This is an optimization exercise on Yosys and OpenROAD, whose aim is small area, not a production implementation. Only simulation tests tie the RTL to the original design; equivalence was not proved. Power and IR drop assume default switching activity.

==> design.v <==
`timescale 1ns / 1ps
module BaseDeTemps(
    input reset,
    input enable,
    input clk,
	input boutonDiff,
    output pulse,
    output sevenSeg,
    output reg tombeeBrique
    );
	function integer Size(input integer in);
		for (Size =0 ; in >0 ; Size = Size + 1) in = in >> 1 ;
	endfunction
	localparam NB_TIC = 2;   
	localparam SIZE_CPT = Size(NB_TIC) ;
	reg[SIZE_CPT-1:0] cpt ; 
	always @(posedge clk) begin
		if (reset) cpt <= 0 ;
		else if (enable) begin 
			if (cpt == NB_TIC - 1) cpt <= 0 ;
			else cpt <= cpt + 1 ;
		end
	end
	assign pulse = enable && (cpt == NB_TIC - 1) ;	
	localparam NB_TIC1 = 50000000/20000;   
	localparam SIZE_CPT1 = Size(NB_TIC1) ;
	reg[SIZE_CPT1-1:0] cpt1 ; 
	always @(posedge clk) begin
		if (reset) cpt1 <= 0 ;
		else if (enable) begin 
			if (cpt1 == NB_TIC1 - 1) cpt1 <= 0 ;
			else cpt1 <= cpt1 + 1 ;
		end
	end
	assign sevenSeg = enable && (cpt1 == NB_TIC1 - 1) ;
	localparam NB_TIC2_df1 = 5000;   
	localparam SIZE_CPT2_df1 = Size(NB_TIC2_df1) ;
	localparam NB_TIC2_df2 = 5000/2;   
	localparam SIZE_CPT2_df2 = Size(NB_TIC2_df2) ;
	reg[SIZE_CPT2_df1-1:0] cpt2 ; 
	always @(posedge clk) begin
		if (reset) begin
			cpt2 <= 0 ;
			tombeeBrique <= 0 ;
		end
		else if (enable) begin 
			if (boutonDiff) begin
				if (cpt2 == NB_TIC2_df2 - 1) cpt2 <= 0 ;
				else cpt2 <= cpt2 + 1 ;
				tombeeBrique <= (cpt2 == NB_TIC2_df2 - 1) ;
			end
			else begin
				if (cpt2 == NB_TIC2_df1 - 1) cpt2 <= 0 ;
				else cpt2 <= cpt2 + 1 ;
				tombeeBrique <= (cpt2 == NB_TIC2_df1 - 1) ;
			end
		end
	end
endmodule
`timescale 1ns / 1ps
module Vga(
    input enable,
    input reset,
    input clk,
    output reg Hsync,
    output reg Vsync,
    output [10:0] Hpos,
    output [10:0] Vpos
    );
	 localparam LARGEUR_ECRAN = 640;
	 localparam HAUTEUR_ECRAN = 480;
	 localparam LARGEUR_TOTAL = 800;
	 localparam HAUTEUR_TOTAL = 521;
	 reg [10:0] Hcompteur;
	 reg [10:0] Vcompteur;
	 always@(posedge clk) begin
		 if(reset) begin
			 Hcompteur <= 0;
			 Vcompteur <= 0;
		 end
		 else if(enable) begin
			if (Hcompteur < LARGEUR_TOTAL-1)
				Hcompteur <= Hcompteur + 1;
			else begin 
				Hcompteur <= 0;
				if (Vcompteur < HAUTEUR_TOTAL-1)
					Vcompteur <= Vcompteur + 1;
				else Vcompteur <= 0;
			end
		 end
	 end
	 always @(Hcompteur or Vcompteur) begin
		if (Hcompteur<96)
			Hsync = 0;
		else Hsync = 1;
		if (Vcompteur<2)
			Vsync = 0;
		else Vsync = 1;
	 end
	assign Hpos = (Hcompteur>=144 && Hcompteur<784) ? (Hcompteur - 144) : 11'b11111111111;
	assign Vpos = (Vcompteur>=31 && Vcompteur<511)? (Vcompteur - 31) : 11'b11111111111;
endmodule
`timescale 1ns / 1ps
module Rgb(
    input [4:0] couleurPave,
    input [4:0] couleurCadre,
    input [4:0] couleurPesanteur,
    output reg[2:0] rouge,
    output reg[2:0] vert,
    output reg[1:0] bleu
    );
	 function integer sortieRouge(input [4:0] N) ;
	 begin
			if (N<=9 || N>27) sortieRouge=0;
			if (10<=N && N<=18) sortieRouge=3;
			if (19<=N && N<=27) sortieRouge=7;
			end
	 endfunction
	 function integer sortieVert(input [4:0] N) ;
	 begin
        if (N<=3 || 10<=N && N<=12 || 19<=N && N<=21 || N>27) sortieVert=0;
        if (4<=N && N<=6 || 13<=N && N<=15 || 22<=N && N<=24) sortieVert=3;
        if (7<=N && N<=9 || 16<=N && N<=18 || 25<=N && N<=27) sortieVert=7;
	     end
	 endfunction
	 function integer sortieBleu(input [4:0] N) ;
		begin
		   if (N==1 || N==4 || N==7 || N==10 || N==13 || N==16 || N==19 || N==22 || N==25 || N>27) sortieBleu=0;
			if (N==2 || N==5 || N==8 || N==11 || N==14 || N==17 || N==20 || N==23 || N==26) sortieBleu=1;
			if (N==3 || N==6 || N==9 || N==12 || N==15 || N==18 || N==21 || N==24 || N==27) sortieBleu=3;
		end
	 endfunction
	always @(couleurPesanteur or couleurPave or couleurCadre) begin
		if (couleurPesanteur)begin
			rouge=sortieRouge(couleurPesanteur);
			vert=sortieVert(couleurPesanteur);
			bleu=sortieBleu(couleurPesanteur);
		end
		else if (couleurPave)begin
			rouge=sortieRouge(couleurPave);
			vert=sortieVert(couleurPave);
			bleu=sortieBleu(couleurPave);
		end
		else if (couleurCadre)begin
			rouge=sortieRouge(couleurCadre);
			vert=sortieVert(couleurCadre);
			bleu=sortieBleu(couleurCadre);
		end
		else begin
			rouge = 0;
			vert = 0;
			bleu = 0;
		end
	end
endmodule
`timescale 1ns / 1ps
module Cadre(
    input [10:0] hpos,
    input [10:0] vpos,
	output reg[4:0] couleur
    );
	always @(hpos or vpos) begin
		if ((0<=hpos && hpos<=2) || (637<=hpos && hpos<=639))begin
			couleur = 20;
		end
		else if (477<=vpos && vpos<=479) begin	
			couleur = 20;
		end
		else couleur = 0;
	end
endmodule
`timescale 1ns / 1ps
module Digit(
    input [1:0] rank,
    input blank,
    input [3:0] dataIn,
    output reg [3:0] anodes,
    output reg [7:0] cathodes
    );
	always @(dataIn) begin
		case(dataIn)
			0: cathodes = 8'b11000000; 
			1: cathodes = 8'b11111001;
			2: cathodes = 8'b10100100;
			3: cathodes = 8'b10110000;
			4: cathodes = 8'b10011001; 
			5: cathodes = 8'b10010010; 
			6: cathodes = 8'b10000010;
			7: cathodes = 8'b11111000;
			8: cathodes = 8'b10000000;
			9: cathodes = 8'b10010000;
			10: cathodes = 8'b11000000;  
			11: cathodes = 8'b10001000; 
			12:cathodes = 8'b10000110;  
			13: cathodes = 8'b10000110;  
			14: cathodes = 8'b10111111;  
			15: cathodes = 8'b10110011;  
			16: cathodes = 8'b11111111;
		endcase
	end
	always @(rank or blank) begin
		anodes = 4'b1111 ;
		anodes[rank] = blank;
	end
endmodule
`timescale 1ns / 1ps
module Number(
    input clk,
    input reset,
    input enable,
    input [3:0] digit0,
    input [3:0] digit1,
    input [3:0] digit2,
    input [3:0] digit3,
    input [3:0] blank,
    output [3:0] anodes,
    output [7:0] cathodes
    );
	wire blankCurr ;
	reg[1:0] rankCurr ; 
	reg[3:0] dataCurr ;
	assign blankCurr = reset | blank[rankCurr] ;
	Digit digit(.blank(blankCurr),.rank(rankCurr),.dataIn(dataCurr),.anodes(anodes),.cathodes(cathodes));
	always @(posedge clk) begin
		if (reset) rankCurr <= 0 ;
		else if (enable) rankCurr <= rankCurr +1 ;
	end
	always @(rankCurr or digit0 or digit1 or digit2 or digit3) begin
		case (rankCurr)
			0: dataCurr <= digit0;
			1: dataCurr <= digit1;
			2: dataCurr <= digit2;
			3: dataCurr <= digit3;
		endcase
	end
endmodule
`timescale 1ns / 1ps
module Button(
    input clk,
	 input reset,
	 input pressed,
    output pulse
    );
	localparam WAITING_PRESS = 0 ;
	localparam PRESS_DETECTED = 1 ;
	localparam WAITING_RELEASE = 2 ;
	reg[1:0] state ;
	always @(posedge clk) begin
		if (reset) state <= WAITING_RELEASE ;
		else case(state)
			WAITING_PRESS: if (pressed) state <= PRESS_DETECTED ;
			PRESS_DETECTED: if (~pressed) state <= WAITING_PRESS ;
								 else state <= WAITING_RELEASE ;
			WAITING_RELEASE: if (~pressed) state <= WAITING_PRESS;
			default: state <= WAITING_RELEASE ;
		endcase
	end
	assign pulse = state==PRESS_DETECTED;
endmodule
`timescale 1ns / 1ps
module Score(
    input aligne,
	input pulse,
    input perdu,
    input reset,
    input clk,
    output [7:0] Cathodes,
    output [3:0] Anodes
    );
reg [3:0] cpt0;
reg [3:0] cpt1;
reg [3:0] cpt2;
reg [3:0] cpt3;
reg [3:0] blank;
wire link;
always @(posedge clk) begin
    if (reset) begin
		  cpt0 <= 0;
		  cpt1 <= 0;
		  cpt2 <= 0;
		  cpt3 <= 0;
		  blank[0] <= 0 ;
		  blank[1] <= 1 ;
		  blank[2] <= 1 ;
		  blank[3] <= 1 ;
	 end
	 else if (perdu) begin
		cpt0 <= 10;
		cpt1 <= 11;
		cpt2 <= 12;
		cpt3 <= 10;
	 end
	 else if(link) begin
		if ((cpt0 > 9)||(cpt1 > 9)||(cpt2 > 9)||(cpt3 > 9)) begin
			    cpt0 <= 0;
				 cpt1 <= 0;
				 cpt2 <= 0;
				 cpt3 <= 0;
		end
	    else if (cpt0 == 9) begin
			cpt0 <= 0;
			if (cpt1 == 9) begin
				cpt1 <= 0;
				if (cpt2 == 9) begin
					cpt2 <= 0;
						if (cpt3 == 9) begin
							cpt0 <= 13;
							cpt1 <= 14;
							cpt2 <= 15;
							cpt3 <= 16;  							 
						end
						else cpt3 <= cpt3+1;
						end
						else cpt2 <= cpt2 +1;
				     end
				     else cpt1 <= cpt1 + 1;
		       end
		else cpt0 <= cpt0 + 1;
	end
	  if (cpt3 != 0) begin
         blank[3]<=0;
	      blank[2]<=0;
	      blank[1]<=0;
	  end 
	  else begin
         blank[3]<=1;
		   if (cpt2 != 0) begin
		       blank[2]<=0;
	          blank[1]<=0;
	      end
	      else begin
		       blank[2]<=1;
		       if (cpt1 != 0) blank[1]<=0;
		       else blank[1]<=1;
	      end
	  end
end
	Number number(.clk(clk),.reset(reset),.enable(pulse),.digit0(cpt0),
							.digit1(cpt1),.digit2(cpt2),.digit3(cpt3),.blank(blank),.anodes(Anodes),.cathodes(Cathodes));
	Button but(.clk(clk),.reset(reset),.pressed(aligne),.pulse(link));
endmodule
`timescale 1ns / 1ps
module Brique(
    input [1:0] col,
    input [2:0] row,
    input [10:0] hpos,
    input [10:0] vpos,
    output reg[4:0] couleur
    );
	localparam LARGEUR_BRIQUE = 210;
	localparam HAUTEUR_BRIQUE = 80;
	localparam LARGEUR_ECRAN = 640;
	localparam HAUTEUR_ECRAN = 480;
	localparam INTERVALLE_BRIQUE = 1;
	localparam COULEUR_BRIQUE = 25;
	always @(*) begin
		if (vpos>=((6-row)*HAUTEUR_BRIQUE) && vpos<((7-row)*HAUTEUR_BRIQUE)
			&& hpos>=(4+col*(LARGEUR_BRIQUE+INTERVALLE_BRIQUE)) && hpos<(3+(1+col)*(LARGEUR_BRIQUE+INTERVALLE_BRIQUE)))
			couleur = COULEUR_BRIQUE;
		else
			couleur = 0;
	end
endmodule
`timescale 1ns / 1ps
module Pile(
    input plus,
    input moins,
    input reset,
    input clk,
    output [2:0] Hauteur
    );
	 reg [2:0] regHauteur;
	 reg [2:0] h;
	 assign Hauteur = regHauteur;
	always @(posedge clk) begin
		h = regHauteur;
		if (reset) 
			h = 0 ;
		else if (plus) begin
			if (h < 6)
				h = h + 1;
			else
				h = 6 ;
			end
		if (moins && h>0) begin
				h = h - 1;
			end
		regHauteur <= h;
	end
endmodule
`timescale 1ns / 1ps
module Manette(
    input boutonPlus,
    input boutonMoins,
    input [2:0]hauteurGauche,
    input [2:0]hauteurCentre,
    input [2:0]hauteurDroite,
	input [2:0]row,
    input reset,
    input clk,
    output[1:0] Col
    );
	 reg [1:0] regCol;
	 reg pressed;
	localparam LARGEUR_BRIQUE = 210 ;
	localparam LARGEUR_ECRAN = 640 ;
	always @(posedge clk) begin
		if (reset) begin
			regCol <= 0 ;
			pressed <= 0;
		end
		else begin
			if (pressed==0) begin
				if (boutonPlus) begin
					pressed <= 1;
					if ((regCol == 1) && (hauteurDroite < row)) 
						regCol <= 2 ;
					else if ((regCol == 0) && (hauteurCentre < row)) 
						regCol <= 1 ;
				end
				else if (boutonMoins) begin
					pressed <= 1;
					if ((regCol == 1) && (hauteurGauche < row)) 
						regCol <= 0 ;
					else if ((regCol== 2) && (hauteurCentre < row)) 
						regCol <= 1 ;
				end
			end
			else begin
				if (!boutonPlus && !boutonMoins)
					pressed <= 0;
			end
		end	
	end
	assign Col=regCol;
endmodule
`timescale 1ns / 1ps
module Pesanteur(
    input [2:0] hauteurGauche,
    input [2:0] hauteurCentre,
    input [2:0] hauteurDroite,
    input [1:0] col,
    input [10:0] hpos,
    input [10:0] vpos,
    input pulse,
    input reset,
    input clk,
	input boutonTomber,
    output reg PlusGauche,
    output reg PlusCentre,
    output reg PlusDroite,
    output reg Aligne,
    output reg Perdu,
    output reg [2:0] Row,
    output reg [4:0] Couleur
    );
		localparam LARGEUR_ECRAN = 640;
		localparam HAUTEUR_ECRAN = 480;
		localparam LARGEUR_BRIQUE = 210;
		localparam HAUTEUR_BRIQUE = 80;
		localparam CouleurGauche = 2;
		localparam CouleurCentre = 13;
		localparam CouleurDroite = 24;
		localparam MaxHauteur = 6;
		reg pressed;
		reg nPlusGauche, nPlusCentre, nPlusDroite, nAligne, nPerdu, nPressed;
		reg [2:0] nRow;
		reg [4:0] nCouleur;
	always @(posedge clk) begin
		nPlusGauche = 0;
		nPlusCentre = 0;
		nPlusDroite = 0;
		nAligne = 0;
		nPerdu = Perdu;
		nPressed = pressed;
		nRow = Row;
		nCouleur = Couleur;
		if (reset) begin 
			nRow = 6;
			nPerdu = 0;
			nCouleur = 0;
			nPressed = 0;
		end	
		else begin
			if ((hpos >= 4) && (hpos <= LARGEUR_BRIQUE + 3) 
					 && (vpos >= 480 - hauteurGauche*HAUTEUR_BRIQUE ) && (vpos <= 476 ))
					 nCouleur = CouleurGauche;
			else if ((hpos >= LARGEUR_BRIQUE+5) && (hpos <= 2*LARGEUR_BRIQUE + 4) 
				 && (vpos >= 480 - hauteurCentre*HAUTEUR_BRIQUE ) && (vpos <= 476 ))
				 nCouleur = CouleurCentre;
			else if ((hpos >= 2*LARGEUR_BRIQUE + 6) && (hpos <= 3*LARGEUR_BRIQUE + 5) 
				 && (vpos >= 480 - hauteurDroite*HAUTEUR_BRIQUE ) && (vpos <= 476 ))
				 nCouleur = CouleurDroite;
			else nCouleur = 0;
			if ((hauteurGauche >= MaxHauteur) || (hauteurDroite >= MaxHauteur) || (hauteurCentre >= MaxHauteur)) begin
				nPerdu = 1;
				nRow = 7;
			end
			else begin
				nPerdu = 0;
				if (boutonTomber==1) 
					nPressed = 1;
				if (pulse) begin
					if (nRow > 0 ) begin
						nRow = nRow - 1;
						if (nPressed) begin
							nPressed = 0;
							case (col)
								0 : nRow = nRow > hauteurGauche +1 ? hauteurGauche + 1 : nRow;
								1 :	nRow = nRow > hauteurCentre +1 ? hauteurCentre + 1 : nRow;
								2 :	nRow = nRow > hauteurDroite +1 ? hauteurDroite + 1 : nRow;
							endcase
						end
						begin
							case (col)
								0 : if (nRow == hauteurGauche) begin 
										nRow = 6;
										nPlusGauche = 1;
									end
								1 : if (nRow == hauteurCentre) begin 
										nRow = 6;
										nPlusCentre = 1;
									end
								2 : if (nRow == hauteurDroite) begin 
										nRow = 6;
										nPlusDroite = 1;
									end
							endcase
						end
					end
					if ((hauteurGauche>0) && (hauteurCentre>0) && (hauteurDroite>0))
						nAligne = 1;				
				end
			end
		end
		PlusGauche <= nPlusGauche;
		PlusCentre <= nPlusCentre;
		PlusDroite <= nPlusDroite;
		Aligne <= nAligne;
		Perdu <= nPerdu;
		pressed <= nPressed;
		Row <= nRow;
		Couleur <= nCouleur;
	end
endmodule
`timescale 1ns / 1ps
module TroisBriques(
	input reset,
	input enable,
	input clk,
	input boutonPlus,
	input boutonMoins,
	input boutonTomber,
	input boutonDiff,
	output Hsync,
	output Vsync,
	output [2:0] rouge,
	output [2:0] vert,
	output [1:0] bleu,
	output [7:0] cathodes,
	output [3:0] anodes);
	wire pulse;
	wire sevenSeg;
	wire tombeeBrique;
	wire [10:0] hpos;
	wire [10:0] vpos;
	wire [4:0] couleurPave;
	wire [4:0] couleurCadre;
	wire [4:0] couleurPesanteur;
	wire [2:0] hauteurGauche;
	wire [2:0] hauteurCentre;
	wire [2:0] hauteurDroite;
	wire [2:0] row;
	wire plusGauche;
	wire plusCentre;
	wire plusDroite;
	wire aligne;
	wire perdu;
	wire [1:0] col;
	BaseDeTemps bdt(.reset(reset), .enable(enable), .clk(clk), .boutonDiff(boutonDiff),
		.pulse(pulse), .sevenSeg(sevenSeg), .tombeeBrique(tombeeBrique));
	Vga ecran(.reset(reset), .enable(pulse), .clk(clk), .Hpos(hpos), .Vpos(vpos), .Hsync(Hsync), .Vsync(Vsync));
	Rgb pixel(.couleurPave(couleurPave), .couleurCadre(couleurCadre), .couleurPesanteur(couleurPesanteur),
		.rouge(rouge), .vert(vert), .bleu(bleu));
	Cadre bord(.hpos(hpos), .vpos(vpos), .couleur(couleurCadre));
	Score partie(.aligne(aligne), .perdu(perdu), .pulse(sevenSeg), .reset(reset), .clk(clk), .Cathodes(cathodes), .Anodes(anodes));
	Brique pave(.col(col), .row(row), .hpos(hpos), .vpos(vpos), .couleur(couleurPave));
	Pile gauche(.plus(plusGauche), .moins(aligne), .reset(reset), .clk(clk), .Hauteur(hauteurGauche));
	Pile centre(.plus(plusCentre), .moins(aligne), .reset(reset), .clk(clk), .Hauteur(hauteurCentre));
	Pile droite(.plus(plusDroite), .moins(aligne), .reset(reset), .clk(clk), .Hauteur(hauteurDroite));
	Manette poignee(.boutonPlus(boutonPlus), .boutonMoins(boutonMoins), 
		.hauteurGauche(hauteurGauche), .hauteurCentre(hauteurCentre), .hauteurDroite(hauteurDroite),
		.row(row), .reset(reset), .clk(clk), .Col(col));	
	Pesanteur tetris(.hauteurGauche(hauteurGauche), .hauteurCentre(hauteurCentre), .hauteurDroite(hauteurDroite),
		.col(col), .hpos(hpos), .vpos(vpos), .pulse(tombeeBrique), .reset(reset), .clk(clk), 
		.boutonTomber(boutonTomber), .PlusGauche(plusGauche), .PlusCentre(plusCentre), .PlusDroite(plusDroite),
		.Aligne(aligne), .Perdu(perdu), .Row(row), .Couleur(couleurPesanteur));
endmodule
==> run.sh <==
#!/bin/bash
# synth_recipe.tcl (not shown) runs the flow's synth.tcl, then flattens the netlist and writes it again
# the make line also repeats each setting of config.mk as NAME=value (left out here)
make -C /OpenROAD-flow-scripts/flow DESIGN_CONFIG=/design/flow/config.mk WORK_HOME=/design/flow/orfs CLKGATE_MAP_FILE= SYNTH_SCRIPT=/design/flow/synth_recipe.tcl finish
==> config.mk <==
export PLATFORM = sky130hd
export DESIGN_NAME = TroisBriques
export DESIGN_NICKNAME = TroisBriques
export VERILOG_FILES = /design/flow/design.v
export SDC_FILE = /design/flow/constraint.sdc
export NUM_CORES = 4
export LEC_CHECK = 0
export CAP_MARGIN = 20
export CORE_MARGIN = 2
export CORE_UTILIZATION = 40
export SLEW_MARGIN = 20
==> constraint.sdc <==
create_clock -name core_clock -period 20.0 [get_ports {clk}]
set_input_delay 4.0000 -clock core_clock [delete_from_list [all_inputs] [get_ports {clk}]]
set_output_delay 4.0000 -clock core_clock [all_outputs]
set_load 0.01 [all_outputs]
==> notes.md <==
Run status -> timing/DRC/antenna clean
Post-DP HPWL -> 17360 um
Achievable clock frequency -> 102.5 MHz
Main synth FF type -> dfxtp_1
CP endpoint kind -> output port
Slowest cell on the critical path -> dfxtp_1
Final Hold Viols -> 0
Flop pwr share -> 45.7%
Die area -> 24460 sq um
Dpl ws -> 10660 ps
Psw -> 0.1215 mW
Area post-placement -> 9749 sq um
CTS buffer count -> 9
Drc violations -> 0
Core Area -> 22710 sq um
Synthesized area -> 9289 sq um
Post-synth cell types -> 83
Max incr delay on CP -> 650 ps
First-pass GRT wire length -> 38630 um
Initial Util -> 40.90%
Slew @ Worst Pin -> 951.2 ps
GRT overflow -> 0
Port-buffer cells -> 27
Die Span X -> 156.4 um
WP buf/inv -> 3
P&R area growth vs syn -> 8.406%
Leak -> 3.968 nW
Worst-path cell chain -> inv_1 > ha_1 > nor4_1 > nor2_1 > ha_1 > fa_1 > ha_1 > inv_1 > ha_1 > a21o_1 > a21oi_1 > nor2b_1 > a41o_1 > nand4_1 > a221oi_1 > nand3_2 > a21o_1 > a31oi_1 > clkdlybuf4s50_1
Final setup fails -> 0
DIE HEIGHT -> 156.4 um
Hold_ws -> 481.3 ps
Setup TNS -> 0 ps
CTS Buffer Depth -> 2
Initial antenna violation count -> 0
Fraction of layout cells with a size suffix above 1 -> 3.923%
Ports -> 29
Clk pwr share -> 43.9%
Comb pwr share -> 10.4%
Clk slew on worst S/H paths -> 80 ps
WS Path Type -> reg2out
Delay-heaviest family, CP -> adder cells
Fill count -> 2290
Cells after Synth -> 1196
Fin crit period -> 9756 ps
Startpoint Class -> flip-flop
Initial DRC count -> 493
Hold-fix buffers, CTS -> 0
Final Power -> 0.4371 mW
Sequential share of the synthesized area -> 21.12%
TritonCTS clock tree -> built
Final Core Density -> 44.34%
Synth Register Bits -> 98
Sw Ratio -> 27.79%
Post-route ant nets -> 0
Clk sinks -> 98
Setup WS post-layout -> 10240 ps
EDFF count, synth -> 0
Vias in the first global route -> 7698
Final period util -> 48.78%
Final net count -> 1350
Clock root cell -> clkbuf_16
Power Density -> 43.41 nW/um^2
P_int -> 0.3157 mW
Drt first pass iters -> 8
Crit Path Max Fanout -> 13
Min-Delay Path Class -> reg2reg
Standard-cell rows -> 55
Detail-routed via count per cell -> 5.603
Final GP Congestion -> 0.8530
Final wirelength -> 22770 um
Most used cell, CP -> ha_1
Slew margin rel. -> 35.92%
Post-CTS Resized -> 0
Ant. Diodes -> 0
Post-CTS setup buffers -> 0
Worst vdd ir -> 0.03151 mV
Pin count of the biggest net entering global routing -> 42
Mean Syn Cell Area -> 7.767 sq um
Non-Filler Instances -> 1483
Routed wire per std cell -> 15.36 um
Final Cell Area -> 10070 sq um
Clock latency (worst-skew pair) -> 370 ps
Total GRT Usage -> 19.30%
RSZ-0062 raised after global routing -> no
Vias -> 8309
Final Skew -> 13.40 ps
Arr. time, crit path -> 5760 ps
YS warnings -> 12
Max-cap violation count -> 0
CTS HTree Levels -> 3
Syn_nets -> 1353
Slew Limit Fails -> 0
Inst Count DP -> 1467
Post-synthesis async set-or-reset flop share -> 0%
Required @ worst endpoint -> 16000 ps
synthesized netlist by cell type, types with 9 or more instances:
master	n	area, sq um
a211oi_1	11	82.58
a21o_1	21	157.7
a21oi_1	79	395.4
a31oi_1	12	75.07
and2_1	11	68.82
and3_1	9	56.30
clkbuf_1	34	127.6
dfxtp_1	98	1962
ha_1	146	1827
inv_1	79	296.5
mux2i_1	17	170.2
nand2_1	89	334.1
nand2b_1	23	143.9
nand3_1	44	220.2
nand4_1	23	143.9
nor2_1	121	454.2
nor2b_1	14	87.58
nor3_1	33	165.2
nor4_1	12	75.07
o21a_1	12	90.09
o21ai_0	79	395.4
o21bai_1	9	67.56
or3_1	9	56.30
xnor2_1	40	350.3
xor2_1	35	306.5
placed cells by master, fill, tap and decap left out, types with 6 or more instances in the layout:
cell             instances
ha_1                   146
nor2_1                 121
dfxtp_1                 98
nand2_1                 89
inv_1                   79
a21oi_1                 79
o21ai_0                 78
nand3_1                 44
xnor2_1                 40
xor2_1                  35
nor3_1                  33
clkdlybuf4s50_1         26
nand4_1                 23
nand2b_1                23
a21o_1                  21
mux2i_1                 17
nor2b_1                 14
a31oi_1                 12
nor4_1                  12
o21a_1                  12
a211oi_1                11
and2_1                  11
o21bai_1                 9
or3_1                    9
and3_1                   9
clkbuf_16                9
or2_2                    8
o31ai_1                  8
nor4b_1                  8
o41ai_1                  6
layout make-up:
class | count | area (sq um) | share of cell area, %
Inverter | 80 | 300.3 | 2.982
Clock buffer | 9 | 225.2 | 2.237
Multi-Input combinational cell | 974 | 6843 | 67.95
Clock inverter | 7 | 95.09 | 0.9443
Tap cell | 285 | 356.6 | 3.541
Timing Repair Buffer | 30 | 287.8 | 2.858
Sequential cell | 98 | 1962 | 19.48
path summary, 6_finish.rpt:
path                             from             endpoint  slack, ps  cells after the start
setup reg to reg        tetris.Row[0]        tetris.Row[2]      15820                     14
hold reg to reg   partie.but.state[0]  partie.but.state[0]        480                      1
setup / recovery        tetris.Row[0]              vert[0]      10240                     19
hold / removal    partie.but.state[0]  partie.but.state[0]        480                      1
layer usage:
layer  global-route usage (%)  part of all wire [%]  vias up
met2                    30.61                    45      144
met4                    4.194                   1.0        0
met5                        0                     0        -
li1                         -                     -     4287
met1                    27.82                    50     3861
met3                    2.631                   4.2       17
cells by family (layout without fill, tap and decap cells):
group           after synthesis  in the layout  synth area share, %
other cells                   1              1              0.04037
compound gates              295            295                20.53
fa+ha+maj                   151            151                20.65
simple gates                433            433                23.25
flops                        98             98                21.12
xor+xnor                     76             76                7.247
mux                          18             18                1.953
buf+inv                     124            126                5.213
sequential cells by signal (all words and copies together), names as in the netlist, 2 cells and up:
name                    cells
bdt.cpt2                   13
bdt.cpt1                   12
ecran.Hcompteur            11
ecran.Vcompteur            11
partie.cpt0                 4
partie.cpt1                 4
partie.cpt2                 4
partie.cpt3                 4
tetris.Couleur              4
centre.regHauteur           3
droite.regHauteur           3
gauche.regHauteur           3
partie.blank                3
tetris.Row                  3
bdt.cpt                     2
partie.but.state            2
partie.number.rankCurr      2
poignee.regCol              2
power by group through the flow:
stage | clock network [mW] | logic [mW] | registers (mW)
after floorplan | 0 | 0.0334 | 0.203
after global placement | 0 | 0.0450 | 0.204
after detailed placement | 0 | 0.0450 | 0.204
after CTS | 0.198 | 0.0454 | 0.200
after global routing | 0.205 | 0.0515 | 0.200
final | 0.192 | 0.0455 | 0.200

-- static timing again, ports no longer ideal --
How much do the figures lean on ideal ports? The routed layout below was timed once more, with nothing changed but the port constraints. Step 1 assumes that a clkbuf_16 drives the clock port and a buf_2 every other input. Step 2 moves the port delays by t, midway between the first and last clock arrival at a register: inputs arrive t later, outputs are due t later. That takes back most of the time a late clock gives input paths. Slacks: ideal ports / drivers / drivers and shift; pairs: ideal ports / drivers.
t, ns: 0.406
slack for setup (ns): 10.244 / 10.200 / 10.606
clock arrival spread, ns: 0.014 / 0.014
worst data-port slew with drivers (ns): 0.04
pins driven straight from the clock port: 1
After both steps setup and hold are still met in this run. For this run, drivers alone change the setup slack by -0.044 ns; drivers and shift together by +0.362 ns.
